This design comes from an exercise in tuning for small area, a short achievable clock period and few clock cycles on the open sky130 flow, not from production work.
RTL that was checked went through simulation tests only; none was proved equivalent to the original.
Function not checked in run 4: the RTL went through the layout flow alone.
No activity file was given, so power comes from the tool's default toggle rates.

==> flow/design.v <==
module JAM (CLK, RST, W, J, Cost, MatchCount, MinCost, Valid);
input CLK;
input RST;
output reg [2:0] W;
output reg [2:0] J;
input [6:0] Cost;
output reg [3:0] MatchCount;
output reg [9:0] MinCost;
output reg Valid;
localparam ST_SCAN = 3'd0, ST_WAIT = 3'd1, ST_LAST = 3'd2,
           ST_READ = 3'd4, ST_DFSA = 3'd5, ST_DFSB = 3'd6, ST_DONE = 3'd7;
reg [2:0] st;
reg [2:0] row;           
reg [6:0] u  [0:7];      
reg [6:0] nv [0:7];      
reg [8:0] minv [0:7];    
reg [2:0] way [0:7];     
reg [7:0] vw;            
reg [2:0] p [0:7];       
reg [7:0] matched;
reg [7:0] used;          
reg [7:0] rowin;         
reg [7:0] todo;          
reg [2:0] j0;            
reg [8:0] delta;         
reg [6:0] D;             
reg [6:0] inc;           
reg [2:0] j1;
reg first;               
reg ph;                  
reg upd;                 
reg aug;                 
reg [2:0] ja;
reg [2:0] arow;
reg [7:0] abv;           
reg [7:0] candr;         
reg one;                 
reg s1v, s1l, s1r;
reg [6:0] s1c;
reg [7:0] s1p;           
reg [2:0] s1j, s1w;
reg s2v, s2l;
reg [8:0] s2c, s2m;
reg [2:0] s2j, s2w;
reg s2r;
reg pend;                
reg [1:0] pcr;
reg s3l;
integer k;
function [3:0] lowest;
    input [7:0] m;
    integer i;
    begin
        lowest = 4'b1000;
        for (i = 7; i >= 0; i = i - 1)
            if (m[i]) lowest = i;
    end
endfunction
function single;
    input [7:0] m;
    reg a, b, ma, mb;
    begin
        a = |m[3:0];
        b = |m[7:4];
        ma = (m[0] & m[1]) | (m[2] & m[3]) | ((m[0] | m[1]) & (m[2] | m[3]));
        mb = (m[4] & m[5]) | (m[6] & m[7]) | ((m[4] | m[5]) & (m[6] | m[7]));
        single = ~(ma | mb | (a & b));
    end
endfunction
wire [3:0] nx = lowest(todo);
wire [9:0] cur = {3'b0, s1c} + {{2{s1p[7]}}, s1p} + {3'b0, D};
wire lt = s2c < s2m;
wire c1 = s2c < delta;
wire c2 = s2m < delta;
wire take = lt ? c1 : c2;
wire [8:0] mnew = lt ? s2c : s2m;
wire [7:0] used_j = used | (8'd1 << j1);
wire [3:0] fj = lowest(~used_j);
wire [2:0] pj = p[j1];
reg [7:0] avail [0:7];
reg [7:0] blk;
reg dead, allone;
reg [7:0] cand;
always @(*) begin
    blk = 8'd0;
    dead = 1'b0;
    allone = 1'b1;
    for (k = 0; k < 8; k = k + 1) begin
        avail[k] = minv[k][7:0] & ~used;
        if (!single(avail[k])) allone = 1'b0;
        if (k > W) begin
            if (avail[k] == 8'd0) dead = 1'b1;
            if (single(avail[k])) blk = blk | avail[k];
        end
    end
    cand = dead ? 8'd0 : (avail[W] & ~blk & abv);
end
wire [3:0] cfirst = lowest(candr);
wire [2:0] sprev = way[W - 3'd1];
wire [1:0] pc = single(candr) ? {1'b0, |candr} : 2'd2;
reg [7:0] above;
always @(*)
    for (k = 0; k < 8; k = k + 1)
        above[k] = (k > sprev);
always @(posedge CLK) begin
    if (RST) begin
        st <= ST_SCAN;
        row <= 3'd0;
        W <= 3'd0;
        J <= 3'd0;
        todo <= 8'hfe;
        first <= 1'b1;
        ph <= 1'b1;
        upd <= 1'b0;
        aug <= 1'b0;
        delta <= 9'h1ff;
        D <= 7'd0;
        used <= 8'd0;
        rowin <= 8'd0;
        matched <= 8'd0;
        s1v <= 1'b0;
        s1r <= 1'b0;
        s2v <= 1'b0;
        s3l <= 1'b0;
        MinCost <= 10'd0;
        MatchCount <= 4'd0;
        Valid <= 1'b0;
        for (k = 0; k < 8; k = k + 1) begin
            u[k] <= 7'd0;
            nv[k] <= 7'd0;
        end
    end else begin
        upd <= 1'b0;
        if (upd) begin
            for (k = 0; k < 8; k = k + 1) begin
                if (used[k] && k != j1)
                    nv[k] <= nv[k] + inc;
                if (rowin[k] && (k != W || st == ST_LAST))
                    u[k] <= u[k] + inc;
            end
            MinCost <= MinCost + {3'd0, inc};
            delta <= 9'h1ff;
        end
        if (aug) begin
            matched[ja] <= 1'b1;
            if (vw[ja]) aug <= 1'b0;
        end
        s1v <= (st == ST_SCAN);
        s1r <= (st == ST_READ);
        s2v <= s1v;
        s3l <= s2v && s2l;
        if (s2v && take)
            delta <= mnew;
        case (st)
        ST_SCAN: begin
            if (ph) begin
                ph <= 1'b0;
                used <= 8'd0;
                rowin <= 8'd1 << row;
            end
            if (todo == 8'd0)
                st <= ST_WAIT;
            else begin
                J <= nx[2:0];
                todo <= todo & ~(8'd1 << nx[2:0]);
            end
        end
        ST_WAIT: begin
            if (s3l) begin
                first <= 1'b0;
                inc <= delta[6:0] - D;
                D <= delta[6:0];
                upd <= 1'b1;
                if (matched[j1]) begin
                    used <= used_j;
                    rowin[pj] <= 1'b1;
                    W <= pj;
                    J <= fj[2:0];
                    todo <= ~used_j & ~(8'd1 << fj[2:0]);
                    st <= ST_SCAN;
                end else begin
                    first <= 1'b1;
                    D <= 7'd0;
                    if (row == 3'd7) begin
                        st <= ST_LAST;
                    end else begin
                        aug <= 1'b1;
                        ph <= 1'b1;
                        row <= row + 3'd1;
                        W <= row + 3'd1;
                        J <= j1;
                        todo <= ~(8'd1 << j1);
                        st <= ST_SCAN;
                    end
                end
            end
        end
        ST_LAST: begin
            used <= 8'd0;
            W <= 3'd0;
            J <= 3'd0;
            st <= ST_READ;
        end
        ST_READ: begin
            {W, J} <= {W, J} + 6'd1;
            if ({W, J} == 6'd63) begin
                W <= 3'd0;
                st <= ST_DFSA;
            end
        end
        ST_DFSA: begin
            if (pend)
                MatchCount <= MatchCount + {2'b0, pcr};
            if (!s2r)
                st <= ST_DFSB;
        end
        ST_DFSB: begin
            st <= ST_DFSA;
            if (one) begin
                MatchCount <= 4'd1;
                st <= ST_DONE;
                Valid <= 1'b1;
            end else if (W == 3'd6) begin
                W <= 3'd5;
                used <= used & ~(8'd1 << sprev);
            end else if (candr != 8'd0) begin
                used <= used | (8'd1 << cfirst[2:0]);
                W <= W + 3'd1;
            end else if (W == 3'd0) begin
                st <= ST_DONE;
                Valid <= 1'b1;
            end else begin
                used <= used & ~(8'd1 << sprev);
                W <= W - 3'd1;
            end
        end
        default: begin
            Valid <= 1'b1;
        end
        endcase
    end
end
always @(posedge CLK) begin
    s1l <= (todo == 8'd0);
    s1c <= Cost;
    s1p <= {1'b0, nv[J]} - {1'b0, u[W]};
    s1j <= J;
    s1w <= W;
    s2l <= s1l;
    s2c <= cur[8:0];
    s2m <= first ? 9'h1ff : minv[s1j];
    s2j <= s1j;
    s2w <= s1w;
    s2r <= s1r;
    if (s2r)
        minv[s2w][s2j] <= (s2c == 9'd0);
    if (s2v) begin
        minv[s2j] <= mnew;
        if (!first && lt) begin
            vw[s2j] <= 1'b0;
            way[s2j] <= j0;
        end
        if (take)
            j1 <= s2j;
    end
    if (aug) begin
        p[ja] <= vw[ja] ? arow : p[way[ja]];
        ja <= way[ja];
    end
    if (st == ST_WAIT && s3l) begin
        if (first)
            vw <= 8'hff;
        if (matched[j1])
            j0 <= j1;
        else begin
            ja <= j1;
            arow <= row;
        end
    end
    if (st == ST_READ) begin
        abv <= 8'hff;
        one <= 1'b1;
    end
    pend <= (st == ST_DFSB) && (W == 3'd6);
    pcr <= pc;
    if (st == ST_DFSA && !s2r) begin
        candr <= cand;
        one <= one && allone;
    end
    if (st == ST_DFSB) begin
        one <= 1'b0;
        if (W == 3'd6 || candr == 8'd0)
            abv <= above;
        else begin
            way[W] <= cfirst[2:0];
            abv <= 8'hff;
        end
    end
end
endmodule
==> flow/run.sh <==
#!/bin/bash
# synth_recipe.tcl (not shown) runs the flow's synth.tcl, then flattens the netlist and writes it again
# the make line also repeats each setting of config.mk as NAME=value (left out here)
make -C /OpenROAD-flow-scripts/flow DESIGN_CONFIG=/design/flow/config.mk WORK_HOME=/design/flow/orfs CLKGATE_MAP_FILE= SYNTH_SCRIPT=/design/flow/synth_recipe.tcl finish
==> flow/config.mk <==
export PLATFORM = sky130hd
export DESIGN_NAME = JAM
export DESIGN_NICKNAME = JAM
export VERILOG_FILES = /design/flow/design.v
export SDC_FILE = /design/flow/constraint.sdc
export NUM_CORES = 4
export LEC_CHECK = 0
export ABC_AREA = 1
export CAP_MARGIN = 20
export CORE_MARGIN = 2
export CORE_UTILIZATION = 50
export SETUP_SLACK_MARGIN = 2.4
export SLEW_MARGIN = 20
==> flow/constraint.sdc <==
create_clock -name core_clock -period 5.0 [get_ports {CLK}]
set_input_delay 1.0000 -clock core_clock [delete_from_list [all_inputs] [get_ports {CLK}]]
set_output_delay 1.0000 -clock core_clock [all_outputs]
set_load 0.01 [all_outputs]
==> results.py, run 1 <==
metrics = {
    "clock_tree": {
        "cts_buffers": 48,
        "ctsLongestPathBuffers": 3,
        "cts_root_buf": "clkbuf_16",
        "clock_latency_ns": 0.60,
        "cts.sinks": 413,
        "path_clk_slew_ns": 0.06,
        "htreeDepth": 2,
        "tritoncts": "built",
    },
    "logic_synthesis": {
        "synth_top_area_share": 0.193,
        "avgSynthCellArea_sq_um": 7.31,
        "ys.flop_type": "dfxtp_1",
        "synthesis.area_sq_mm": 0.0271,
        "ys.warnings.count": 4,
        "ys_types": 58,
        "synthCells": 3701,
        "synth_edf_count": 152,
        "yosysSeqAreaShare": 0.362,
        "synth_adder_area_share": 0.105,
        "synthXorXnorAreaFrac": 0.0398,
        "synth-seq-cells": 413,
        "yosys-top-cells-area": "dfxtp_1 19%, edfxtp_1 17%, nand2_1 11%",
        "synth_simple_gate_area_frac": 0.232,
        "synth.largest_area_cell": "dfxtp_1",
        "ys_async_sr_fraction": 0,
        "mappedNetlistNets": 3920,
        "synth_mux_area_frac": 0,
        "synth_top_family_by_area": "simple AND/OR/NAND/NOR gates",
        "synth-compound-area-share": 0.172,
    },
    "sta": {
        "rsz0062_at_grt": "true",
        "finalMaxSlewViolations": 0,
        "period_share": 0.529,
        "finalHoldViolations": 0,
        "post-route-min-period_ns": 2.65,
        "setup_ws_ns": 2.35,
        "skew_ns": 0.0195,
        "fmax_mhz": 378,
        "holdWs_ns": 0.326,
        "worstMarginPinSlew_ns": 1.13,
        "slew_headroom": 0.248,
        "setup_viol": 0,
        "fin_setup_tns_ns": 0,
    },
    "cells_and_area": {
        "multi_input_area_sq_mm": 0.0154,
        "final_nets": 3989,
        "fin_area_sq_mm": 0.0308,
        "fill_cells": 5083,
        "layout-drive-gt1-share": 0.100,
        "syn2layout_area_growth_pct": 13.7,
        "layout.cells.non_filler": 4502,
        "seq_area_sq_mm": 0.00983,
    },
    "power_and_ir_drop": {
        "ir_drop_v": 0.000369,
        "switchingPower_mw": 6.52,
        "p_sw_frac": 0.442,
        "power.leakage_nw": 13.8,
        "p_comb_frac": 0.467,
        "seq_power_share": 0.295,
        "intPower_mw": 8.23,
        "pwr-share-clk": 0.238,
        "p_per_area_mw_per_mm2": 479,
    },
    "critical_path": {
        "crit_path_max_fanout": 6,
        "criticalPathCategory": "reg -> out",
        "required_ns": 4.00,
        "setup.worst_path.start_class": "flip-flop",
        "endpoint_kind": "output port",
        "arrival_ns": 1.65,
    },
    "floorplan": {
        "rows": 85,
        "die_area_sq_mm": 0.0560,
        "num_io_pins": 30,
        "coreArea_sq_mm": 0.0537,
        "die_height_microns": 237,
        "initial_utilization": 0.504,
        "die_w_microns": 237,
    },
    "grt": {
        "track_usage": 0.334,
        "antenna_found_initial": 3,
        "grt_max_degree": 108,
        "grt.overflow.total": 0,
        "grt_pass1_vias": 24400,
        "grt_pass1_wl_mm": 144,
    },
    "run_status": {
        "outcome": "no timing/DRC/antenna violations",
    },
    "drt": {
        "postRouteWirelength_mm": 96.0,
        "drt_pass1_iterations": 7,
        "dr.first_iter.drc_count": 2404,
        "drc_errors": 0,
        "wire_per_inst_microns": 21.3,
        "postRouteAntennaNets": 0,
        "num_vias": 26200,
        "viasPerCell": 5.83,
    },
    "place": {
        "hpwl_mm": 72.0,
        "dp_slack_ns": 1.58,
        "gp_congestion": 0.976,
        "place_area_sq_mm": 0.0279,
        "dp_cells": 4338,
        "port_buffers": 29,
    },
    "min_path": {
        "hold_path.class": "reg -> reg",
    },
    "job": {
        "cap_viol_max_count": 0,
    },
}
==> synthesized netlist by cell type (5+ instances only) <==
cell / instances
nand2_1: 767
inv_1: 469
o21ai_0: 426
nor2_1: 331
a21oi_1: 301
dfxtp_1: 261
nand3_1: 240
ha_1: 182
edfxtp_1: 152
xor2_1: 93
clkbuf_1: 55
nand4_1: 54
o211ai_1: 37
inv_2: 30
fa_1: 28
xnor2_1: 28
buf_2: 26
nor3_1: 25
o22ai_1: 22
a221oi_1: 20
nor2_2: 19
o21ai_1: 16
buf_1: 10
nand2_2: 10
a31oi_1: 9
buf_4: 9
buf_6: 8
o21ai_2: 6
a22o_1: 5
clkinv_1: 5
nor2_4: 5
==> critical path: stages, from the launching register on <==
cell             delay, ns
dfxtp_4               0.39
buf_4                 0.12
clkdlybuf4s50_1       0.54
==> final timing paths <==
path | to | slack, ns | startpoint | cells past startpoint
max | J[1] | 2.35 | J[1] | 2
max reg2reg | s1p[6] | 2.41 | W[0] | 14
min | s2l | 0.33 | s1l | 0
min reg2reg | s2l | 0.33 | s1l | 0
==> sequential cells by signal (all words and copies together) (netlist names), 9 cells and up, named ones only <==
| register | cells |
|---|---|
| delta | 9 |
| s2c | 9 |
| nv | 56 |
| minv | 72 |
| p | 24 |
| u | 56 |
| s2m | 9 |
| way | 24 |
| MinCost | 10 |
==> power groups by stage <==
| stage | Sequential (mW) | Clock [mW] | Combinational (mW) |
|---|---|---|---|
| global placement | 4.43 | 0 | 5.78 |
| global route | 4.37 | 3.67 | 7.51 |
| detailed placement | 4.44 | 0 | 5.80 |
| floorplan | 4.14 | 0 | 4.19 |
| finish | 4.35 | 3.50 | 6.89 |
| CTS | 4.33 | 3.53 | 6.24 |
==> through the flow <==
stage	total power, mW	utilization
5_1_grt	15.6	0.573
6_report	14.7	0.573
2_1_floorplan	8.34	-
3_3_place_gp	10.2	0.520
4_1_cts	14.1	0.559
3_5_place_dp	10.2	0.520
==> placed cells by master, fill, tap and decap left out, types with 16 or more instances in the layout <==
master	n
nor2_1	326
nand2_2	16
o22ai_1	18
edfxtp_1	152
nor3_1	24
clkdlybuf4s50_1	23
clkbuf_16	51
a21oi_1	292
dfxtp_1	244
inv_2	32
o21ai_0	407
nand2_1	755
o211ai_1	37
inv_1	457
ha_1	169
clkbuf_1	17
nand3_1	237
buf_4	85
o21ai_2	26
fa_2	18
xor2_1	93
xnor2_1	27
nand4_1	54
==> metal layers <==
layer	part of all wire	GRT usage	vias to the layer above
li1	-	-	12400
met1	0.44	0.459	12400
met2	0.45	0.536	1135
met3	0.077	0.0474	217
met4	0.038	0.119	2
met5	0.00011	0	-
==> final cells by class <==
class / instances / share of cell area
antenna: 1 / 0.0000813
clock buffer: 70 / 0.0445
clock inverter: 15 / 0.00537
inverter: 505 / 0.0637
multi-input combinational: 2675 / 0.502
sequential: 413 / 0.319
tap: 696 / 0.0283
timing repair buffer: 126 / 0.0362
timing repair inverter: 1 / 0.000285
==> timing repair <==
item / CTS / global route
hold endpoints to repair: 0 / 0
gates resized for setup: 84 / 91
gates cloned: 0 / 1
hold buffers: 0 / 0
setup buffers: 35 / 42
endpoints found under the setup margin: 236 / 204
pin swaps: 13 / 34
==> cells by family (layout without fill, tap and decap cells) <==
family | after synthesis | count (layout)
buffers and inverters | 613 | 717
adders and majority gates | 210 | 210
and+or+nand+nor | 1477 | 1477
other | 0 | 1
DFF | 413 | 413
xor gates and xnor gates | 122 | 122
AOI/OAI and AO/OA | 866 | 866
Testbench counts, summed over its fixed seeds: cycles 4,446.
==> run 2: changes to the inputs <==
--- a/flow/config.mk
+++ b/flow/config.mk
@@ -8,6 +8,6 @@
 export ABC_AREA = 1
 export CAP_MARGIN = 20
 export CORE_MARGIN = 2
-export CORE_UTILIZATION = 50
-export SETUP_SLACK_MARGIN = 2.4
+export CORE_UTILIZATION = 40
+export SETUP_SLACK_MARGIN = 2.5
 export SLEW_MARGIN = 20
==> results.py, run 2 <==
metrics = {
    "run_status": {
        "outcome": "no timing/DRC/antenna violations",
    },
    "clock_tree": {
        "path_clk_slew_ns": 0.06,
        "ctsLongestPathBuffers": 3,
        "cts.sinks": 413,
        "clock_latency_ns": 0.62,
        "tritoncts": "built",
        "cts_buffers": 51,
        "htreeDepth": 2,
        "cts_hold_buf": 0,
        "cts_root_buf": "clkbuf_16",
    },
    "floorplan": {
        "die_w_microns": 264,
        "die_area_sq_mm": 0.0697,
        "num_io_pins": 30,
        "coreArea_sq_mm": 0.0670,
        "initial_utilization": 0.404,
        "rows": 95,
        "die_height_microns": 264,
    },
    "power_and_ir_drop": {
        "intPower_mw": 8.63,
        "ir_drop_v": 0.000311,
        "p_sw_frac": 0.430,
        "power.leakage_nw": 13.9,
        "switchingPower_mw": 6.52,
        "pwr-share-clk": 0.252,
        "seq_power_share": 0.287,
        "p_comb_frac": 0.462,
        "p_per_area_mw_per_mm2": 488,
    },
    "cells_and_area": {
        "layout-drive-gt1-share": 0.0996,
        "final_nets": 3989,
        "top_regs": "minv x72, nv x56, u x56",
        "top_register": "minv",
        "final_cell_mix": "758 x nand2_1, 462 x inv_1, 394 x o21ai_0, 324 x nor2_1, 295 x a21oi_1",
        "final_common_cell": "nand2_1",
        "antennaDiodeCount": 0,
        "fin_area_sq_mm": 0.0311,
        "layout.cells.non_filler": 4680,
        "syn2layout_area_growth_pct": 14.8,
        "largest_reg_flops": 72,
    },
    "sta": {
        "setup_viol": 0,
        "fin_setup_tns_ns": 0,
        "post-route-min-period_ns": 2.72,
        "setup_ws_ns": 2.28,
        "fmax_mhz": 368,
        "slew_headroom": 0.314,
        "finalMaxSlewViolations": 0,
        "period_share": 0.543,
        "worstMarginPinSlew_ns": 1.03,
        "rsz0062_at_grt": "true",
        "skew_ns": 0.0254,
        "finalHoldViolations": 0,
    },
    "logic_synthesis": {
        "avgSynthCellArea_sq_um": 7.31,
        "ys_types": 58,
        "ys_async_sr_fraction": 0,
        "ys.warnings.count": 4,
        "synth_edf_count": 152,
        "mappedNetlistNets": 3920,
        "ys.flop_type": "dfxtp_1",
        "yosys-top-cells-area": "dfxtp_1 19%, edfxtp_1 17%, nand2_1 11%",
        "synth.most_common_cell": "nand2_1",
        "synthCells": 3701,
        "synth_top_area_share": 0.193,
        "yosysSeqAreaShare": 0.362,
        "synthesis.area_sq_mm": 0.0271,
        "synth-seq-cells": 413,
        "synth_common_cells": "767 x nand2_1, 469 x inv_1, 426 x o21ai_0",
        "synth.largest_area_cell": "dfxtp_1",
    },
    "critical_path": {
        "required_ns": 5.50,
        "setup.worst_path.start_class": "flip-flop",
        "criticalPathCategory": "reg -> reg",
        "critPathSlowestCell": "dfxtp_4",
        "crit_chain": "buf_4, ha_2, ha_2, buf_12, a221oi_1, nand3_1, o21ai_0, ha_4, a21oi_1, o21ai_2, a21oi_2, o21ai_2, xor2_1",
        "crit_path_max_fanout": 6,
        "r2r_setup_slack_ns": 2.28,
        "endpoint_kind": "flip-flop",
        "arrival_ns": 3.22,
        "max_stage_delay_ns": 0.38,
    },
    "place": {
        "dp_cells": 4515,
        "gp_congestion": 0.987,
        "hpwl_mm": 69.2,
        "dp_slack_ns": 1.71,
        "port_buffers": 29,
        "place_area_sq_mm": 0.0282,
    },
    "drt": {
        "num_vias": 25700,
        "postRouteWirelength_mm": 93.5,
        "drt_pass1_iterations": 6,
        "wire_per_inst_microns": 20.0,
        "viasPerCell": 5.50,
        "dr.first_iter.drc_count": 2636,
        "drc_errors": 0,
        "postRouteAntennaNets": 0,
    },
    "grt": {
        "antenna_found_initial": 1,
        "grt_max_degree": 78,
        "grt_pass1_vias": 23500,
        "track_usage": 0.261,
        "grt.overflow.total": 0,
        "grt_pass1_wl_mm": 141,
    },
    "job": {
        "cap_viol_max_count": 0,
    },
    "min_path": {
        "hold_path.class": "reg -> reg",
    },
}
run 2: worst paths after layout:
check,startpoint,cells after the start,end
max,W[0],13,s1p[6]
min,s1l,0,s2l
max reg2reg,W[0],13,s1p[6]
min reg2reg,s1l,0,s2l
run 2: routing by layer:
metal	track usage	wire (microns)	vias to the layer above
met5	0	0	-
met4	0.0763	2560	0
met3	0.0383	7210	164
met2	0.406	41100	1024
met1	0.374	42600	12000
li1	-	-	12500
run 2: layout make-up:
class,count,area [sq um]
Timing Repair Buffer,121,1060
Clock inverter,19,258
Clock buffer,71,1430
Tap cell,873,1090
Multi-Input combinational cell,2678,15400
Sequential cell,413,9830
Inverter,505,1960
Fill cell,6765,36000
run 2: logic make-up after synthesis:
| logic type | count (synthesis) | synth area share |
|---|---|---|
| simple gates | 1477 | 0.232 |
| compound gates | 866 | 0.172 |
| buf+inv | 613 | 0.0898 |
| flops | 413 | 0.362 |
| fa+ha+maj | 210 | 0.105 |
| xor+xnor | 122 | 0.0398 |
run 2: metrics by stage:
step,power [mW],utilization,hold slack (ns)
2_1_floorplan,8.36,-,0.310
4_1_cts,14.7,0.458,0.325
3_3_place_gp,10.2,0.421,0.312
3_5_place_dp,10.1,0.421,0.312
6_report,15.2,0.463,0.324
5_1_grt,16.0,0.463,0.331
run 2: critical path, delay by kind of cell (launching register included):
| family | cells | cell delay, ns |
|---|---|---|
| DFF | 1 | 0.38 |
| xor gates and xnor gates | 1 | 0.16 |
| AOI/OAI and AO/OA | 6 | 0.97 |
| and+or+nand+nor | 1 | 0.13 |
| adders and majority gates | 3 | 0.68 |
| buffers and inverters | 2 | 0.28 |
run 2: power by group through the flow:
| stage | Sequential (mW) | Clock (mW) | Combinational [mW] |
|---|---|---|---|
| 2_1_floorplan | 4.15 | 0 | 4.22 |
| 3_3_place_gp | 4.43 | 0 | 5.74 |
| 3_5_place_dp | 4.43 | 0 | 5.70 |
| 4_1_cts | 4.32 | 3.87 | 6.55 |
| 5_1_grt | 4.37 | 3.99 | 7.62 |
| 6_report | 4.34 | 3.82 | 7.00 |
run 2: what timing repair did:
item,CTS,global route
setup buffers,55,16
endpoints found under the setup margin,284,205
gates cloned,1,3
pin swaps,21,11
resized for setup,119,52
==> run 3: changes to the inputs <==
--- a/flow/config.mk
+++ b/flow/config.mk
@@ -9,5 +9,5 @@
 export CAP_MARGIN = 20
 export CORE_MARGIN = 2
 export CORE_UTILIZATION = 40
-export SETUP_SLACK_MARGIN = 2.5
+export SETUP_SLACK_MARGIN = 2.3
 export SLEW_MARGIN = 20
==> results.py, run 3 <==
metrics = {
    "critical_path": {
        "required_ns": 5.53,
        "startpoint": "W[0]",
        "r2r-start": "W[0]",
        "r2r-end": "s1p[6]",
        "r2r_setup_slack_ns": 2.27,
        "setup.worst_path.start_class": "flip-flop",
        "criticalPathCategory": "reg -> reg",
        "arrival_ns": 3.26,
        "reg2reg_depth": 14,
        "crit_path_max_fanout": 6,
        "endpoint_kind": "flip-flop",
        "cp-endpoint": "s1p[6]",
    },
    "floorplan": {
        "rows": 95,
        "initial_utilization": 0.404,
        "die_w_microns": 264,
        "die_height_microns": 264,
        "die_area_sq_mm": 0.0697,
        "num_io_pins": 30,
        "coreArea_sq_mm": 0.0670,
    },
    "clock_tree": {
        "ctsLongestPathBuffers": 3,
        "clock_latency_ns": 0.60,
        "tritoncts": "built",
        "cts.sinks": 413,
        "htreeDepth": 2,
        "cts_buffers": 50,
        "path_clk_slew_ns": 0.06,
        "cts_root_buf": "clkbuf_16",
    },
    "logic_synthesis": {
        "synth.most_common_cell": "nand2_1",
        "yosysSeqAreaShare": 0.362,
        "ys_async_sr_fraction": 0,
        "mappedNetlistNets": 3920,
        "synth_top_area_share": 0.193,
        "synth_edf_count": 152,
        "synth_common_cells": "767 x nand2_1, 469 x inv_1, 426 x o21ai_0",
        "ys_types": 58,
        "synthesis.area_sq_mm": 0.0271,
        "ys.flop_type": "dfxtp_1",
        "yosys-top-cells-area": "dfxtp_1 19%, edfxtp_1 17%, nand2_1 11%",
        "synth.largest_area_cell": "dfxtp_1",
        "synthCells": 3701,
        "ys.warnings.count": 4,
        "avgSynthCellArea_sq_um": 7.31,
        "synth-seq-cells": 413,
    },
    "sta": {
        "post-route-min-period_ns": 2.73,
        "finalMaxSlewViolations": 0,
        "rsz0062_at_grt": "true",
        "setup_viol": 0,
        "fmax_mhz": 366,
        "fin_setup_tns_ns": 0,
        "finalHoldViolations": 0,
        "period_share": 0.546,
        "worstMarginPinSlew_ns": 1.05,
        "holdWs_ns": 0.325,
        "skew_ns": 0.0297,
        "slew_headroom": 0.298,
    },
    "cells_and_area": {
        "syn2layout_area_growth_pct": 13.1,
        "layout-drive-gt1-share": 0.0827,
        "top_regs": "minv x72, nv x56, u x56",
        "fill_cells": 6790,
        "antennaDiodeCount": 0,
        "final_cell_mix": "759 x nand2_1, 461 x inv_1, 408 x o21ai_0, 325 x nor2_1, 298 x a21oi_1",
        "final_common_cell": "nand2_1",
        "utilization": 0.457,
        "top_register": "minv",
        "largest_reg_flops": 72,
        "final_nets": 3976,
    },
    "place": {
        "hpwl_mm": 69.6,
        "port_buffers": 29,
        "gp_congestion": 0.998,
    },
    "power_and_ir_drop": {
        "p_total_mw": 14.4,
        "p_per_area_mw_per_mm2": 470,
        "ir_drop_v": 0.000302,
        "power.leakage_nw": 13.7,
    },
    "grt": {
        "grt_pass1_vias": 22900,
        "antenna_found_initial": 1,
        "track_usage": 0.257,
        "grt.overflow.total": 0,
        "grt_max_degree": 53,
        "grt_pass1_wl_mm": 139,
    },
    "drt": {
        "postRouteAntennaNets": 0,
        "viasPerCell": 5.46,
        "drt_pass1_iterations": 6,
        "drc_errors": 0,
        "dr.first_iter.drc_count": 3007,
        "num_vias": 25500,
        "postRouteWirelength_mm": 92.4,
        "wire_per_inst_microns": 19.8,
    },
    "min_path": {
        "hold_path.class": "reg -> reg",
        "hold_start": "s1l",
    },
    "job": {
        "cap_viol_max_count": 0,
    },
    "run_status": {
        "outcome": "no timing/DRC/antenna violations",
    },
}
run 3: worst min-delay path by stage:
stage	slack, ns	to	cells past startpoint
2_1_floorplan	0.31	s2l	0
5_1_grt	0.33	s2r	0
6_report	0.33	s2l	0
3_3_place_gp	0.31	s2r	0
3_5_place_dp	0.31	s2r	0
4_1_cts	0.33	s2r	0
run 3: repair_timing:
action,4_1_cts,5_1_grt
setup endpoints to repair,186,241
hold buffers,0,0
cloned,0,2
pin swaps,1,19
buffers inserted,18,44
endpoints found under the hold margin,0,0
resized for setup,56,64
run 3: worst max-delay path: stages, from the launching register on:
cell        delay, ns
dfxtp_4          0.43
clkinv_8         0.09
ha_4             0.18
nand2_4          0.12
clkinvlp_4       0.16
nand2_1          0.09
nand4_1          0.11
a221oi_1         0.22
a31oi_1          0.13
ha_2             0.21
fa_2             0.37
o21ai_2          0.16
a21oi_1          0.08
o21ai_1          0.15
xor2_1           0.16
run 3: cells by family (layout without fill, tap and decap cells):
kind of cell               after synthesis  after routing  synth area share
AOI/OAI and AO/OA                      866            866             0.172
xor gates and xnor gates               122            122            0.0398
adders and majority gates              210            210             0.105
buffers and inverters                  613            710            0.0898
DFF                                    413            413             0.362
and+or+nand+nor                       1477           1477             0.232
run 3: report_power, final:
| group | leakage [nW] | internal [mW] | total [mW] | switching, mW |
|---|---|---|---|---|
| Combinational | 9.49 | 2.13 | 6.40 | 4.26 |
| Clock | 0.784 | 2.07 | 3.59 | 1.52 |
| Sequential | 3.44 | 3.89 | 4.39 | 0.504 |
| Total | 13.7 | 8.09 | 14.4 | 6.29 |
run 3: layer usage:
metal | GRT usage | up-vias | share of wire
met1 | 0.372 | 11900 | 0.46
met5 | 0 | - | 0
met3 | 0.0396 | 158 | 0.078
met2 | 0.397 | 1015 | 0.44
met4 | 0.0657 | 0 | 0.025
li1 | - | 12500 | -
run 3: layout make-up:
type,instances,area [sq um],area share
multi-input combinational,2675,15100,0.494
timing repair inverter,1,8.76,0.000286
sequential,413,9820,0.321
clock inverter,16,131,0.00429
clock buffer,77,1460,0.0478
inverter,505,1940,0.0633
tap,873,1090,0.0357
timing repair buffer,111,1030,0.0336
run 3: stage by stage:
stage / instance area, sq um / instances / worst slack (ns)
finish: 30600 / 4671 / 2.27
global route: 30600 / 4671 / 2.09
CTS: 30000 / 4625 / 2.13
detailed placement: 28100 / 4514 / 1.59
global placement: 28100 / 4514 / 1.66
floorplan: 27100 / 3701 / 2.25
==> run 4: changes to the inputs <==
--- a/flow/design.v
+++ b/flow/design.v
@@ -102,6 +102,14 @@
 always @(*)
     for (k = 0; k < 8; k = k + 1)
         above[k] = (k > sprev);
+wire [2:0] sprev2 = way[W - 3'd2];
+reg [7:0] above2;
+always @(*)
+    for (k = 0; k < 8; k = k + 1)
+        above2[k] = (k > sprev2);
+wire rest1 = |(minv[W - 3'd1][7:0] & ~(used & ~(8'd1 << sprev)) & above);
+reg rest1r;
+wire pop2 = !rest1r && (W >= 3'd2);
 always @(posedge CLK) begin
     if (RST) begin
         st <= ST_SCAN;
@@ -220,15 +228,15 @@
                 MatchCount <= 4'd1;
                 st <= ST_DONE;
                 Valid <= 1'b1;
-            end else if (W == 3'd6) begin
-                W <= 3'd5;
-                used <= used & ~(8'd1 << sprev);
-            end else if (candr != 8'd0) begin
+            end else if (candr != 8'd0 && W != 3'd6) begin
                 used <= used | (8'd1 << cfirst[2:0]);
                 W <= W + 3'd1;
-            end else if (W == 3'd0) begin
+            end else if (W == 3'd0 || (W == 3'd1 && !rest1r)) begin
                 st <= ST_DONE;
                 Valid <= 1'b1;
+            end else if (pop2) begin
+                used <= used & ~(8'd1 << sprev) & ~(8'd1 << sprev2);
+                W <= W - 3'd2;
             end else begin
                 used <= used & ~(8'd1 << sprev);
                 W <= W - 3'd1;
@@ -285,11 +293,14 @@
     pcr <= pc;
     if (st == ST_DFSA && !s2r) begin
         candr <= cand;
+        rest1r <= rest1;
         one <= one && allone;
     end
     if (st == ST_DFSB) begin
         one <= 1'b0;
-        if (W == 3'd6 || candr == 8'd0)
+        if (pop2 && (W == 3'd6 || candr == 8'd0))
+            abv <= above2;
+        else if (W == 3'd6 || candr == 8'd0)
             abv <= above;
         else begin
             way[W] <= cfirst[2:0];
--- a/flow/config.mk
+++ b/flow/config.mk
@@ -9,5 +9,5 @@
 export CAP_MARGIN = 20
 export CORE_MARGIN = 2
 export CORE_UTILIZATION = 40
-export SETUP_SLACK_MARGIN = 2.3
+export SETUP_SLACK_MARGIN = 2.4
 export SLEW_MARGIN = 20
==> results.py, run 4 <==
metrics = {
    "run_status": {
        "outcome": "no timing/DRC/antenna violations",
    },
    "clock_tree": {
        "tritoncts": "built",
        "path_clk_slew_ns": 0.07,
        "ctsLongestPathBuffers": 3,
        "cts_buffers": 50,
        "htreeDepth": 2,
        "cts.sinks": 414,
        "clock_latency_ns": 0.62,
        "cts_root_buf": "clkbuf_16",
    },
    "place": {
        "dp_cells": 4766,
        "hpwl_mm": 77.4,
        "gp_congestion": 1.02,
        "dp_slack_ns": 1.48,
        "port_buffers": 29,
        "place_area_sq_mm": 0.0292,
    },
    "drt": {
        "viasPerCell": 5.55,
        "dr.first_iter.drc_count": 2611,
        "drt_pass1_iterations": 6,
        "postRouteWirelength_mm": 105,
        "num_vias": 27400,
        "wire_per_inst_microns": 21.3,
        "postRouteAntennaNets": 0,
        "drc_errors": 0,
    },
    "cells_and_area": {
        "fin_area_sq_mm": 0.0321,
        "layout-drive-gt1-share": 0.0960,
        "largest_reg_flops": 72,
        "layout.cells.non_filler": 4938,
        "fill_cells": 7096,
        "syn2layout_area_growth_pct": 14.2,
        "final_nets": 4184,
        "antennaDiodeCount": 0,
        "utilization": 0.460,
        "top_register": "minv",
        "final_cell_mix": "887 x nand2_1, 447 x inv_1, 418 x o21ai_0, 345 x nor2_1, 328 x a21oi_1",
        "final_common_cell": "nand2_1",
        "top_regs": "minv x72, nv x56, u x56",
    },
    "logic_synthesis": {
        "yosys-top-cells-area": "dfxtp_1 19%, edfxtp_1 16%, nand2_1 12%",
        "yosysSeqAreaShare": 0.349,
        "ys_types": 61,
        "ys.flop_type": "dfxtp_1",
        "synth.largest_area_cell": "dfxtp_1",
        "synthesis.area_sq_mm": 0.0281,
        "avgSynthCellArea_sq_um": 7.20,
        "synthCells": 3904,
        "synth-seq-cells": 414,
        "synth_common_cells": "900 x nand2_1, 459 x inv_1, 441 x o21ai_0",
        "ys_async_sr_fraction": 0,
        "mappedNetlistNets": 4130,
        "synth.most_common_cell": "nand2_1",
        "synth_top_area_share": 0.186,
        "synth_edf_count": 153,
        "ys.warnings.count": 4,
    },
    "critical_path": {
        "criticalPathCategory": "reg -> reg",
        "crit_top_cell": "o21ai_2",
        "arrival_ns": 3.21,
        "required_ns": 5.50,
        "endpoint_kind": "flip-flop",
        "crit_path_max_fanout": 14,
        "setup.worst_path.start_class": "flip-flop",
        "crit_chain": "inv_16, ha_4, nand2_8, inv_8, a22o_4, a221oi_4, nand3_1, o21ai_2, ha_1, buf_4, nand2_1, o21ai_2, a21oi_1, o21ai_1, xor2_1",
        "critPathSlowestCell": "dfxtp_4",
        "max_stage_delay_ns": 0.49,
    },
    "sta": {
        "finalMaxSlewViolations": 0,
        "worstMarginPinSlew_ns": 0.747,
        "fin_setup_tns_ns": 0,
        "skew_ns": 0.0287,
        "setup_viol": 0,
        "rsz0062_at_grt": "true",
        "finalHoldViolations": 0,
        "fmax_mhz": 369,
        "slew_headroom": 0.500,
        "post-route-min-period_ns": 2.71,
        "setup_ws_ns": 2.29,
        "period_share": 0.542,
    },
    "grt": {
        "grt_pass1_vias": 25300,
        "antenna_found_initial": 4,
        "grt_max_degree": 79,
        "grt.overflow.total": 0,
        "grt_pass1_wl_mm": 157,
        "track_usage": 0.287,
    },
    "floorplan": {
        "die_area_sq_mm": 0.0724,
        "die_height_microns": 269,
        "initial_utilization": 0.403,
        "die_w_microns": 269,
        "rows": 97,
        "coreArea_sq_mm": 0.0698,
        "num_io_pins": 30,
    },
    "min_path": {
        "hold_path.class": "reg -> reg",
    },
    "power_and_ir_drop": {
        "p_per_area_mw_per_mm2": 423,
        "power.leakage_nw": 14.2,
        "ir_drop_v": 0.000281,
    },
    "job": {
        "cap_viol_max_count": 0,
    },
}
run 4: cell count changes after synthesis, sizes merged, moves of 7 or more:
cell	delta
inv	-13
a21oi	+34
nand4	-9
nand2	+134
o21ai	+22
nand3	-15
o2111ai	+8
ha	+7
buf	+21
nor2	+13
run 4: critical path, delay by kind of cell (launching register included):
kind            cells  cell delay, ns
xor+xnor            1            0.16
flops               1            0.49
compound gates      6            0.86
fa+ha+maj           2            0.47
buf+inv             3            0.29
simple gates        3            0.31
run 4: repair_timing:
item	CTS	global route
setup endpoints to repair	245	211
hold buffers	0	0
setup buffers	50	25
pin swaps	12	22
gates resized for setup	89	72
cloned	3	2
run 4: power breakdown:
group | internal, mW | switching (mW) | leakage, nW
Combinational | 1.82 | 3.65 | 9.94
Sequential | 3.85 | 0.474 | 3.49
Clock | 2.19 | 1.59 | 0.819
Total | 7.86 | 5.71 | 14.2
run 4: layer usage:
layer / routed length, microns / track usage / vias up
li1: - / - / 13100
met1: 44500 / 0.386 / 12900
met2: 47500 / 0.461 / 1165
met3: 9470 / 0.0590 / 210
met4: 3630 / 0.0940 / 2
met5: 13 / 0 / -
run 4: layout make-up:
class,instances,area [sq um],area share
Clock buffer,69,1440,0.0450
Tap cell,940,1180,0.0366
Multi-Input combinational cell,2873,16300,0.507
Inverter,494,1930,0.0602
Clock inverter,23,251,0.00784
Timing Repair inverter,3,22.5,0.000702
Sequential cell,414,9860,0.307
Timing Repair Buffer,122,1120,0.0350
run 4: final timing paths:
path         from  endpoint  slack (ns)  cells after the start
min reg2reg   s1r       s2r        0.33                      0
min           s1r       s2r        0.33                      0
max          W[0]    s1p[6]        2.29                     15
max reg2reg  W[0]    s1p[6]        2.29                     15
run 4: metrics by stage:
stage	power, mW	hold WS (ns)
after detailed placement	8.97	0.313
final	13.6	0.331
after floorplan	7.46	0.310
after global routing	14.3	0.346
after CTS	13.1	0.335
after global placement	8.98	0.313
run 4: cells by family after synthesis:
family / synth area share
AOI/OAI and AO/OA: 0.180
adders and majority gates: 0.104
xor gates and xnor gates: 0.0387
DFF: 0.349
and+or+nand+nor: 0.237
buffers and inverters: 0.0900
==> run 5: changes to the inputs <==
--- a/flow/design.v
+++ b/flow/design.v
@@ -21,6 +21,7 @@
 reg [7:0] used;          
 reg [7:0] rowin;         
 reg [7:0] todo;          
+reg [6:0] uW;            
 reg [2:0] j0;            
 reg [8:0] delta;         
 reg [6:0] D;             
@@ -37,7 +38,7 @@
 reg one;                 
 reg s1v, s1l, s1r;
 reg [6:0] s1c;
-reg [7:0] s1p;           
+reg [6:0] s1p;
 reg [2:0] s1j, s1w;
 reg s2v, s2l;
 reg [8:0] s2c, s2m;
@@ -68,7 +69,7 @@
     end
 endfunction
 wire [3:0] nx = lowest(todo);
-wire [9:0] cur = {3'b0, s1c} + {{2{s1p[7]}}, s1p} + {3'b0, D};
+wire [9:0] cur = {3'b0, s1c} + {3'b0, s1p} + {3'b0, D} - {3'b0, uW};
 wire lt = s2c < s2m;
 wire c1 = s2c < delta;
 wire c2 = s2m < delta;
@@ -117,6 +118,7 @@
         W <= 3'd0;
         J <= 3'd0;
         todo <= 8'hfe;
+        uW <= 7'd0;
         first <= 1'b1;
         ph <= 1'b1;
         upd <= 1'b0;
@@ -147,6 +149,7 @@
                     u[k] <= u[k] + inc;
             end
             MinCost <= MinCost + {3'd0, inc};
+            uW <= u[W];
             delta <= 9'h1ff;
         end
         if (aug) begin
@@ -159,6 +162,8 @@
         s3l <= s2v && s2l;
         if (s2v && take)
             delta <= mnew;
+        if (s1r && s1j == 3'd7)
+            uW <= u[s1w + 3'd1];
         case (st)
         ST_SCAN: begin
             if (ph) begin
@@ -210,6 +215,8 @@
             st <= ST_READ;
         end
         ST_READ: begin
+            if ({W, J} == 6'd0)
+                uW <= u[0];
             {W, J} <= {W, J} + 6'd1;
             if ({W, J} == 6'd63) begin
                 W <= 3'd0;
@@ -251,7 +258,7 @@
 always @(posedge CLK) begin
     s1l <= (todo == 8'd0);
     s1c <= Cost;
-    s1p <= {1'b0, nv[J]} - {1'b0, u[W]};
+    s1p <= nv[J];
     s1j <= J;
     s1w <= W;
     s2l <= s1l;
--- a/flow/config.mk
+++ b/flow/config.mk
@@ -9,5 +9,5 @@
 export CAP_MARGIN = 20
 export CORE_MARGIN = 2
 export CORE_UTILIZATION = 40
-export SETUP_SLACK_MARGIN = 2.4
+export SETUP_SLACK_MARGIN = 2.6
 export SLEW_MARGIN = 20
==> results.py, run 5 <==
metrics = {
    "run_status": {
        "outcome": "no timing/DRC/antenna violations",
    },
    "clock_tree": {
        "ctsLongestPathBuffers": 3,
        "cts.sinks": 420,
        "tritoncts": "built",
        "clock_latency_ns": 0.63,
        "cts_hold_buf": 0,
        "cts_root_buf": "clkbuf_16",
        "cts_buffers": 51,
        "htreeDepth": 2,
        "path_clk_slew_ns": 0.06,
    },
    "logic_synthesis": {
        "ys_types": 55,
        "ys.warnings.count": 4,
        "ys_async_sr_fraction": 0,
        "synthesis.area_sq_mm": 0.0286,
        "synth-seq-cells": 420,
        "yosys-top-cells-area": "dfxtp_1 19%, edfxtp_1 16%, nand2_1 12%",
        "ys.flop_type": "dfxtp_1",
        "synth.most_common_cell": "nand2_1",
        "synth_edf_count": 153,
        "synthCells": 4070,
        "mappedNetlistNets": 4293,
        "avgSynthCellArea_sq_um": 7.02,
        "synth_top_area_share": 0.187,
        "yosysSeqAreaShare": 0.348,
        "synth.largest_area_cell": "dfxtp_1",
        "synth_common_cells": "949 x nand2_1, 521 x inv_1, 482 x o21ai_0",
    },
    "cells_and_area": {
        "top_register": "minv",
        "utilization": 0.481,
        "syn2layout_area_growth_pct": 18.5,
        "final_common_cell": "nand2_1",
        "fill_cells": 7174,
        "final_cell_mix": "928 x nand2_1, 490 x inv_1, 435 x o21ai_0, 341 x a21oi_1, 335 x nor2_1",
        "largest_reg_flops": 72,
        "top_regs": "minv x72, nv x56, u x56",
        "seq_area_sq_mm": 0.0100,
        "layout-drive-gt1-share": 0.118,
        "final_nets": 4425,
        "multi_input_area_sq_mm": 0.0168,
        "fin_area_sq_mm": 0.0338,
        "layout.cells.non_filler": 5185,
    },
    "critical_path": {
        "criticalPathCategory": "reg -> reg",
        "crit_chain": "fa_1, inv_1, fa_1, ha_4, a21oi_2, o21ai_4, a21oi_2, o21ai_2, xor2_2",
        "setup.worst_path.start_class": "flip-flop",
        "path_delay_family": "adder cells",
        "path_buf_inv": 1,
        "r2r_setup_slack_ns": 2.31,
        "crit_path_max_fanout": 4,
        "max_stage_delay_ns": 0.50,
        "required_ns": 5.49,
        "endpoint_kind": "flip-flop",
        "critPathSlowestCell": "dfxtp_1",
        "arrival_ns": 3.18,
    },
    "grt": {
        "grt_pass1_vias": 26500,
        "antenna_found_initial": 4,
        "track_usage": 0.290,
        "grt.overflow.total": 0,
        "grt_pass1_wl_mm": 164,
        "grt_max_degree": 69,
    },
    "drt": {
        "num_vias": 29200,
        "dr.first_iter.drc_count": 3505,
        "drt_pass1_iterations": 7,
        "drc_errors": 0,
        "postRouteWirelength_mm": 111,
        "postRouteAntennaNets": 0,
        "viasPerCell": 5.62,
        "wire_per_inst_microns": 21.4,
    },
    "sta": {
        "skew_ns": 0.0319,
        "worstMarginPinSlew_ns": 1.15,
        "setup_viol": 0,
        "fmax_mhz": 372,
        "slew_headroom": 0.231,
        "rsz0062_at_grt": "true",
        "post-route-min-period_ns": 2.69,
        "period_share": 0.538,
        "finalMaxSlewViolations": 0,
        "finalHoldViolations": 0,
        "fin_setup_tns_ns": 0,
    },
    "place": {
        "dp_cells": 4946,
        "place_area_sq_mm": 0.0299,
        "port_buffers": 29,
        "hpwl_mm": 80.9,
        "gp_congestion": 1.05,
    },
    "floorplan": {
        "die_height_microns": 271,
        "rows": 97,
        "die_area_sq_mm": 0.0736,
        "coreArea_sq_mm": 0.0704,
        "die_w_microns": 271,
        "num_io_pins": 30,
        "initial_utilization": 0.406,
    },
    "power_and_ir_drop": {
        "power.leakage_nw": 14.9,
        "p_per_area_mw_per_mm2": 256,
        "ir_drop_v": 0.000285,
    },
    "job": {
        "cap_viol_max_count": 0,
    },
    "min_path": {
        "hold_path.class": "reg -> reg",
    },
}
==> run 5: cell count changes after synthesis, sizes merged, moves of 9 or more <==
| cell | delta |
|---|---|
| o21ai | +28 |
| nand2 | +41 |
| nor3 | +10 |
| nand4 | +11 |
| a21oi | +15 |
| clkinv | +9 |
| xor2 | -15 |
| inv | +49 |
| buf | -19 |
| nand3 | +30 |
| clkbuf | +16 |
==> run 5: path summary, 6_finish.rpt <==
check,depth (start not counted),end,from
max,9,s2c[7],uW[4]
min,0,s2l,s1l
max reg2reg,9,s2c[7],uW[4]
min reg2reg,0,s2l,s1l
==> run 5: kinds of logic after synthesis <==
logic type | count (synthesis) | share of synthesized area
simple gates | 1684 | 0.244
compound gates | 970 | 0.181
buf+inv | 674 | 0.0913
flops | 420 | 0.348
fa+ha+maj | 214 | 0.102
xor+xnor | 108 | 0.0331
==> run 5: power by group <==
part / internal (mW) / leakage (nW) / switching (mW)
combinational: 0.366 / 10.5 / 0.747
clock: 2.23 / 0.842 / 1.57
sequential: 3.62 / 3.62 / 0.127
total: 6.21 / 14.9 / 2.45
==> run 5: layout make-up <==
cell class / instances / share of cell area
antenna: 2 / 0.000148
clock buffer: 75 / 0.0456
clock inverter: 19 / 0.00429
inverter: 552 / 0.0654
multi-input combinational: 2982 / 0.497
sequential: 420 / 0.296
tap: 940 / 0.0348
timing repair buffer: 190 / 0.0554
timing repair inverter: 5 / 0.000998
==> run 5: routing by layer <==
metal	wire length (microns)	track usage	vias to the layer above	share of wire
met1	47300	0.408	13600	0.43
met5	7	0	-	0.000063
met2	47500	0.436	1425	0.43
li1	-	-	13800	-
met4	4420	0.110	2	0.040
met3	11700	0.0602	278	0.11
==> run 5: stage by stage <==
step	worst slack (ns)	hold slack [ns]	power, mW
detailed placement	1.68	0.319	4.76
floorplan	2.48	0.310	4.41
CTS	2.22	0.342	8.60
global route	2.18	0.344	8.95
finish	2.31	0.346	8.66
global placement	1.68	0.314	4.76
==> run 5: timing repair <==
| item | 4_1_cts | 5_1_grt |
|---|---|---|
| setup endpoints to repair | 387 | 272 |
| gates resized for setup | 165 | 139 |
| setup buffers | 80 | 47 |
| pin swaps | 25 | 33 |
| gates cloned | 8 | 8 |
Testbench counts of run 5, summed over its fixed seeds: cycles 4,320.
==> run 6: changes to the inputs <==
--- a/flow/config.mk
+++ b/flow/config.mk
@@ -9,5 +9,5 @@
 export CAP_MARGIN = 20
 export CORE_MARGIN = 2
 export CORE_UTILIZATION = 40
-export SETUP_SLACK_MARGIN = 2.6
+export SETUP_SLACK_MARGIN = 2.4
 export SLEW_MARGIN = 20
==> results.py, run 6 <==
metrics = {
    "run_status": {
        "outcome": "no timing/DRC/antenna violations",
    },
    "drt": {
        "drc_errors": 0,
        "drt_pass1_iterations": 8,
        "num_vias": 28700,
        "wire_per_inst_microns": 21.6,
        "postRouteAntennaNets": 0,
        "dr.first_iter.drc_count": 3215,
        "postRouteWirelength_mm": 110,
        "viasPerCell": 5.63,
    },
    "grt": {
        "track_usage": 0.289,
        "grt.overflow.total": 0,
        "grt_pass1_vias": 26300,
        "grt_max_degree": 70,
        "grt_pass1_wl_mm": 163,
        "antenna_found_initial": 12,
    },
    "clock_tree": {
        "ctsLongestPathBuffers": 3,
        "cts.sinks": 420,
        "cts_root_buf": "clkbuf_16",
        "tritoncts": "built",
        "htreeDepth": 2,
        "clock_latency_ns": 0.62,
        "cts_buffers": 51,
        "path_clk_slew_ns": 0.06,
    },
    "sta": {
        "slew_headroom": 0.306,
        "period_share": 0.559,
        "fmax_mhz": 358,
        "finalMaxSlewViolations": 0,
        "fin_setup_tns_ns": 0,
        "rsz0062_at_grt": "true",
        "finalHoldViolations": 0,
        "setup_ws_ns": 2.21,
        "worstMarginPinSlew_ns": 1.04,
        "skew_ns": 0.0282,
        "post-route-min-period_ns": 2.79,
        "setup_viol": 0,
    },
    "logic_synthesis": {
        "ys.flop_type": "dfxtp_1",
        "synth-seq-cells": 420,
        "synth.most_common_cell": "nand2_1",
        "synth_common_cells": "949 x nand2_1, 521 x inv_1, 482 x o21ai_0",
        "synthCells": 4070,
        "yosys-top-cells-area": "dfxtp_1 19%, edfxtp_1 16%, nand2_1 12%",
        "avgSynthCellArea_sq_um": 7.02,
        "mappedNetlistNets": 4293,
        "synth_edf_count": 153,
        "ys_types": 55,
        "synthesis.area_sq_mm": 0.0286,
        "ys_async_sr_fraction": 0,
        "ys.warnings.count": 4,
        "synth.largest_area_cell": "dfxtp_1",
        "synth_top_area_share": 0.187,
        "yosysSeqAreaShare": 0.348,
    },
    "power_and_ir_drop": {
        "ir_drop_v": 0.000275,
        "p_comb_frac": 0.121,
        "p_sw_frac": 0.274,
        "power.leakage_nw": 14.3,
        "pwr-share-clk": 0.457,
        "seq_power_share": 0.422,
        "switchingPower_mw": 2.43,
        "p_per_area_mw_per_mm2": 271,
        "intPower_mw": 6.42,
    },
    "cells_and_area": {
        "largest_reg_flops": 72,
        "top_regs": "minv x72, nv x56, u x56",
        "layout-drive-gt1-share": 0.0819,
        "top_register": "minv",
        "final_common_cell": "nand2_1",
        "layout.cells.non_filler": 5105,
        "fin_area_sq_mm": 0.0326,
        "syn2layout_area_growth_pct": 14.1,
        "final_nets": 4345,
        "final_cell_mix": "942 x nand2_1, 498 x inv_1, 449 x o21ai_0, 348 x a21oi_1, 347 x nor2_1",
    },
    "job": {
        "cap_viol_max_count": 0,
    },
    "floorplan": {
        "rows": 97,
        "die_height_microns": 271,
        "num_io_pins": 30,
        "die_area_sq_mm": 0.0736,
        "die_w_microns": 271,
        "coreArea_sq_mm": 0.0704,
        "initial_utilization": 0.406,
    },
    "critical_path": {
        "r2r-start": "D[4]",
        "arrival_ns": 3.28,
        "endpoint_kind": "flip-flop",
        "criticalPathCategory": "reg -> reg",
        "crit_path_max_fanout": 4,
        "required_ns": 5.49,
        "setup.worst_path.start_class": "flip-flop",
        "startpoint": "D[4]",
    },
    "min_path": {
        "hold_path.class": "reg -> reg",
        "hold_start": "s1l",
    },
    "place": {
        "gp_congestion": 1.03,
        "dp_slack_ns": 1.48,
        "hpwl_mm": 81.1,
        "dp_cells": 4946,
        "port_buffers": 29,
        "place_area_sq_mm": 0.0298,
    },
}
==> run 6: worst max-delay path, cell delays in order (launching register included) <==
cell and delay, ns:
dfxtp_1 0.32, inv_1 0.09, fa_1 0.62, inv_1 0.09, fa_1 0.56, ha_4 0.23
a21oi_1 0.18, o21ai_2 0.10, buf_4 0.14, buf_6 0.10, buf_6 0.11, xor2_4 0.14
==> run 6: metal layers <==
layer	global-route usage	wire (microns)
met1	0.397	47200
met2	0.451	47600
met3	0.0571	10700
met4	0.103	4440
met5	0	124
==> run 6: final cells by class <==
type,instances,area (sq um)
diodes,1,2.50
clock buffers,72,1520
clock inverters,23,292
fillers,7238,37800
inverters,552,2140
multi-input cells,2977,16400
flip-flops and latches,420,9980
well taps,940,1180
repair buffers,116,1040
repair inverters,4,25.0
==> run 6: final timing paths <==
path / end / slack (ns) / cells after the start
min reg2reg: s2l / 0.33 / 0
min: s2l / 0.33 / 0
max reg2reg: s2c[5] / 2.21 / 11
max: s2c[5] / 2.21 / 11
==> run 6: kinds of logic (layout without fill, tap and decap cells) <==
logic type | after synthesis | after routing | share of synthesized area
and+or+nand+nor | 1684 | 1685 | 0.244
AOI/OAI and AO/OA | 970 | 970 | 0.181
buffers and inverters | 674 | 767 | 0.0913
DFF | 420 | 420 | 0.348
adders and majority gates | 214 | 214 | 0.102
xor gates and xnor gates | 108 | 108 | 0.0331
other | 0 | 1 | 0
==> run 6: repair_timing <==
| action | in CTS | in global routing |
|---|---|---|
| pin swaps | 10 | 18 |
| setup buffers | 33 | 23 |
| gates cloned | 3 | 4 |
| hold buffers | 0 | 0 |
| setup endpoints to repair | 340 | 173 |
| gates resized for setup | 90 | 77 |
==> run 6: through the flow <==
step / hold slack, ns / total power [mW] / utilization
CTS: 0.331 / 8.82 / 0.457
global route: 0.345 / 9.14 / 0.463
global placement: 0.313 / 4.75 / 0.423
finish: 0.328 / 8.85 / 0.463
floorplan: 0.310 / 4.40 / -
detailed placement: 0.324 / 4.75 / 0.423
==> run 6: power groups by stage <==
stage | Sequential [mW] | Clock (mW) | Combinational (mW)
6_report | 3.74 | 4.04 | 1.07
5_1_grt | 3.74 | 4.21 | 1.18
3_3_place_gp | 3.81 | 0 | 0.937
2_1_floorplan | 3.75 | 0 | 0.657
3_5_place_dp | 3.81 | 0 | 0.938
4_1_cts | 3.73 | 4.07 | 1.02
==> run 7: changes to the inputs <==
--- a/flow/config.mk
+++ b/flow/config.mk
@@ -8,6 +8,6 @@
 export ABC_AREA = 1
 export CAP_MARGIN = 20
 export CORE_MARGIN = 2
-export CORE_UTILIZATION = 40
+export CORE_UTILIZATION = 45
 export SETUP_SLACK_MARGIN = 2.4
 export SLEW_MARGIN = 20
==> results.py, run 7 <==
metrics = {
    "run_status": {
        "outcome": "no timing/DRC/antenna violations",
    },
    "critical_path": {
        "startpoint": "D[1]",
        "crit_path_max_fanout": 2,
        "criticalPathCategory": "reg -> reg",
        "r2r_setup_slack_ns": 2.19,
        "endpoint_kind": "flip-flop",
        "setup.worst_path.start_class": "flip-flop",
        "r2r-start": "D[1]",
        "arrival_ns": 3.31,
        "required_ns": 5.50,
    },
    "power_and_ir_drop": {
        "seq_power_share": 0.421,
        "p_sw_frac": 0.272,
        "p_per_area_mw_per_mm2": 272,
        "switchingPower_mw": 2.40,
        "p_comb_frac": 0.120,
        "ir_drop_v": 0.000241,
        "pwr-share-clk": 0.458,
        "power.leakage_nw": 14.3,
        "intPower_mw": 6.44,
    },
    "place": {
        "hpwl_mm": 78.8,
        "port_buffers": 29,
        "dp_slack_ns": 1.39,
        "gp_congestion": 1.05,
    },
    "logic_synthesis": {
        "mappedNetlistNets": 4293,
        "synth_common_cells": "949 x nand2_1, 521 x inv_1, 482 x o21ai_0",
        "synth_edf_count": 153,
        "synth-compound-area-share": 0.181,
        "avgSynthCellArea_sq_um": 7.02,
        "synth.largest_area_cell": "dfxtp_1",
        "ys.flop_type": "dfxtp_1",
        "synth_simple_gate_area_frac": 0.244,
        "yosysSeqAreaShare": 0.348,
        "synth_mux_area_frac": 0,
        "ys.warnings.count": 4,
        "synth_adder_area_share": 0.102,
        "ys_types": 55,
        "synthXorXnorAreaFrac": 0.0331,
        "yosys-top-cells-area": "dfxtp_1 19%, edfxtp_1 16%, nand2_1 12%",
        "synth_top_area_share": 0.187,
        "synth_top_family_by_area": "simple AND/OR/NAND/NOR gates",
        "ys_async_sr_fraction": 0,
        "synthesis.area_sq_mm": 0.0286,
        "synth-seq-cells": 420,
        "synth.most_common_cell": "nand2_1",
        "synthCells": 4070,
    },
    "drt": {
        "drc_errors": 0,
        "postRouteAntennaNets": 0,
        "num_vias": 28600,
        "wire_per_inst_microns": 21.4,
        "dr.first_iter.drc_count": 3345,
        "drt_pass1_iterations": 6,
        "postRouteWirelength_mm": 107,
        "viasPerCell": 5.71,
    },
    "clock_tree": {
        "cts_hold_buf": 0,
        "cts_buffers": 50,
        "tritoncts": "built",
        "cts_root_buf": "clkbuf_16",
        "path_clk_slew_ns": 0.06,
        "cts.sinks": 420,
        "clock_latency_ns": 0.61,
        "ctsLongestPathBuffers": 3,
        "htreeDepth": 2,
    },
    "cells_and_area": {
        "antennaDiodeCount": 0,
        "final_common_cell": "nand2_1",
        "largest_reg_flops": 72,
        "final_nets": 4337,
        "top_regs": "minv x72, nv x56, u x56",
        "layout-drive-gt1-share": 0.0828,
        "utilization": 0.516,
        "final_cell_mix": "938 x nand2_1, 502 x inv_1, 452 x o21ai_0, 347 x a21oi_1, 344 x nor2_1",
        "syn2layout_area_growth_pct": 13.7,
        "top_register": "minv",
    },
    "floorplan": {
        "num_io_pins": 30,
        "rows": 92,
        "die_w_microns": 256,
        "die_area_sq_mm": 0.0655,
        "initial_utilization": 0.454,
        "die_height_microns": 256,
        "coreArea_sq_mm": 0.0630,
    },
    "sta": {
        "rsz0062_at_grt": "true",
        "setup_ws_ns": 2.19,
        "fin_setup_tns_ns": 0,
        "period_share": 0.561,
        "slew_headroom": 0.291,
        "finalMaxSlewViolations": 0,
        "fmax_mhz": 356,
        "skew_ns": 0.0173,
        "post-route-min-period_ns": 2.81,
        "finalHoldViolations": 0,
        "worstMarginPinSlew_ns": 1.06,
        "setup_viol": 0,
    },
    "grt": {
        "antenna_found_initial": 4,
        "grt_pass1_vias": 26000,
        "grt.overflow.total": 0,
        "track_usage": 0.316,
        "grt_pass1_wl_mm": 160,
        "grt_max_degree": 70,
    },
    "min_path": {
        "hold_start": "s1l",
        "hold_path.class": "reg -> reg",
    },
    "job": {
        "cap_viol_max_count": 0,
    },
}
run 7: critical path: stages, from the launching register on:
cell     delay, ns
dfxtp_2       0.33
inv_2         0.06
fa_1          0.53
inv_1         0.05
fa_1          0.49
ha_2          0.19
inv_2         0.04
fa_2          0.34
o21ai_2       0.19
a21oi_2       0.07
o21ai_2       0.16
xor2_2        0.25
run 7: layer usage:
| layer | vias to the layer above | part of all wire | GRT usage |
|---|---|---|---|
| met5 | - | 0 | 0 |
| met4 | 0 | 0.046 | 0.127 |
| met3 | 286 | 0.094 | 0.0505 |
| met2 | 1385 | 0.43 | 0.484 |
| met1 | 13300 | 0.43 | 0.445 |
| li1 | 13600 | - | - |
run 7: kinds of logic after synthesis:
| family | after synthesis |
|---|---|
| compound gates | 970 |
| xor+xnor | 108 |
| fa+ha+maj | 214 |
| buf+inv | 674 |
| flops | 420 |
| simple gates | 1684 |
run 7: layout make-up:
cell class	count	area (sq um)
flip-flops and latches	420	9980
repair inverters	3	15.0
fillers	6347	30500
repair buffers	110	1010
well taps	846	1060
clock inverters	28	377
clock buffers	64	1440
inverters	552	2130
multi-input cells	2977	16500
run 7: final timing paths:
path,end,cells past startpoint
setup / recovery,s2c[7],11
hold / removal,s2l,0
setup reg to reg,s2c[7],11
hold reg to reg,s2l,0
run 7: repair_timing:
action	CTS	global route
buffers inserted	32	23
gates cloned	2	4
pin swaps	17	21
gates resized for setup	95	70
endpoints found under the setup margin	319	187
run 7: metrics by stage:
step / power [mW] / std cells / area, sq um / hold WS, ns
finish: 8.84 / 5000 / 32500 / 0.328
global route: 9.14 / 5000 / 32500 / 0.332
CTS: 8.82 / 4973 / 32000 / 0.328
detailed placement: 4.74 / 4847 / 29600 / 0.315
global placement: 4.74 / 4847 / 29600 / 0.313
floorplan: 4.40 / 4070 / 28600 / 0.310
run 7: power by group through the flow:
stage	combinational, mW	clock, mW	sequential (mW)
6_report	1.06	4.05	3.72
3_5_place_dp	0.944	0	3.80
5_1_grt	1.18	4.23	3.73
2_1_floorplan	0.657	0	3.75
4_1_cts	1.01	4.10	3.72
3_3_place_gp	0.941	0	3.80

-- separate check: timing with driven ports --
Ports are ideal in the flow. The routed layouts listed here were re-timed in OpenROAD. Step 1 (the two cells are an assumption about what drives the block):
set clk [get_ports {CLK}]
set_driving_cell -lib_cell sky130_fd_sc_hd__clkbuf_16 $clk
set_driving_cell -lib_cell sky130_fd_sc_hd__buf_2 [delete_from_list [all_inputs] $clk]
Step 2 also shifts input and output timing later by t, the mid clock arrival at the registers, as if the neighbouring blocks saw the same clock. Slacks: no drivers / after step 1 / after step 2; pairs: no drivers / after step 1.
| run | shift t [ns] | slack for setup (ns) | hold WS [ns] | worst setup path at the end | slew at the worst register clock pin (ns) |
|---|---|---|---|---|---|
| run 1 | 0.655 | 2.353 / 2.290 / 2.315 | 0.326 / 0.326 / 0.326 | input to register | 0.07 / 0.07 |
| run 2 | 0.664 | 2.285 / 2.285 / 2.061 | 0.324 / 0.324 / 0.324 | input to register | 0.06 / 0.06 |
| run 3 | 0.652 | 2.269 / 2.269 / 2.256 | 0.325 / 0.325 / 0.325 | input to register | 0.06 / 0.06 |
| run 4 | 0.672 | 2.288 / 2.288 / 2.199 | 0.331 / 0.331 / 0.331 | input to register | 0.07 / 0.07 |
| run 5 | 0.669 | 2.309 / 2.309 / 2.109 | 0.346 / 0.346 / 0.346 | input to register | 0.07 / 0.07 |
| run 6 | 0.662 | 2.207 / 2.207 / 2.035 | 0.328 / 0.328 / 0.328 | input to register | 0.07 / 0.07 |
| run 7 | 0.673 | 2.194 / 2.194 / 2.194 | 0.328 / 0.328 / 0.328 | register to register | 0.07 / 0.07 |
After both steps every run listed still meets setup and hold. The setup slack of run 2, which loses most, moves by 0.000 ns with the drivers and by -0.224 ns with both steps.
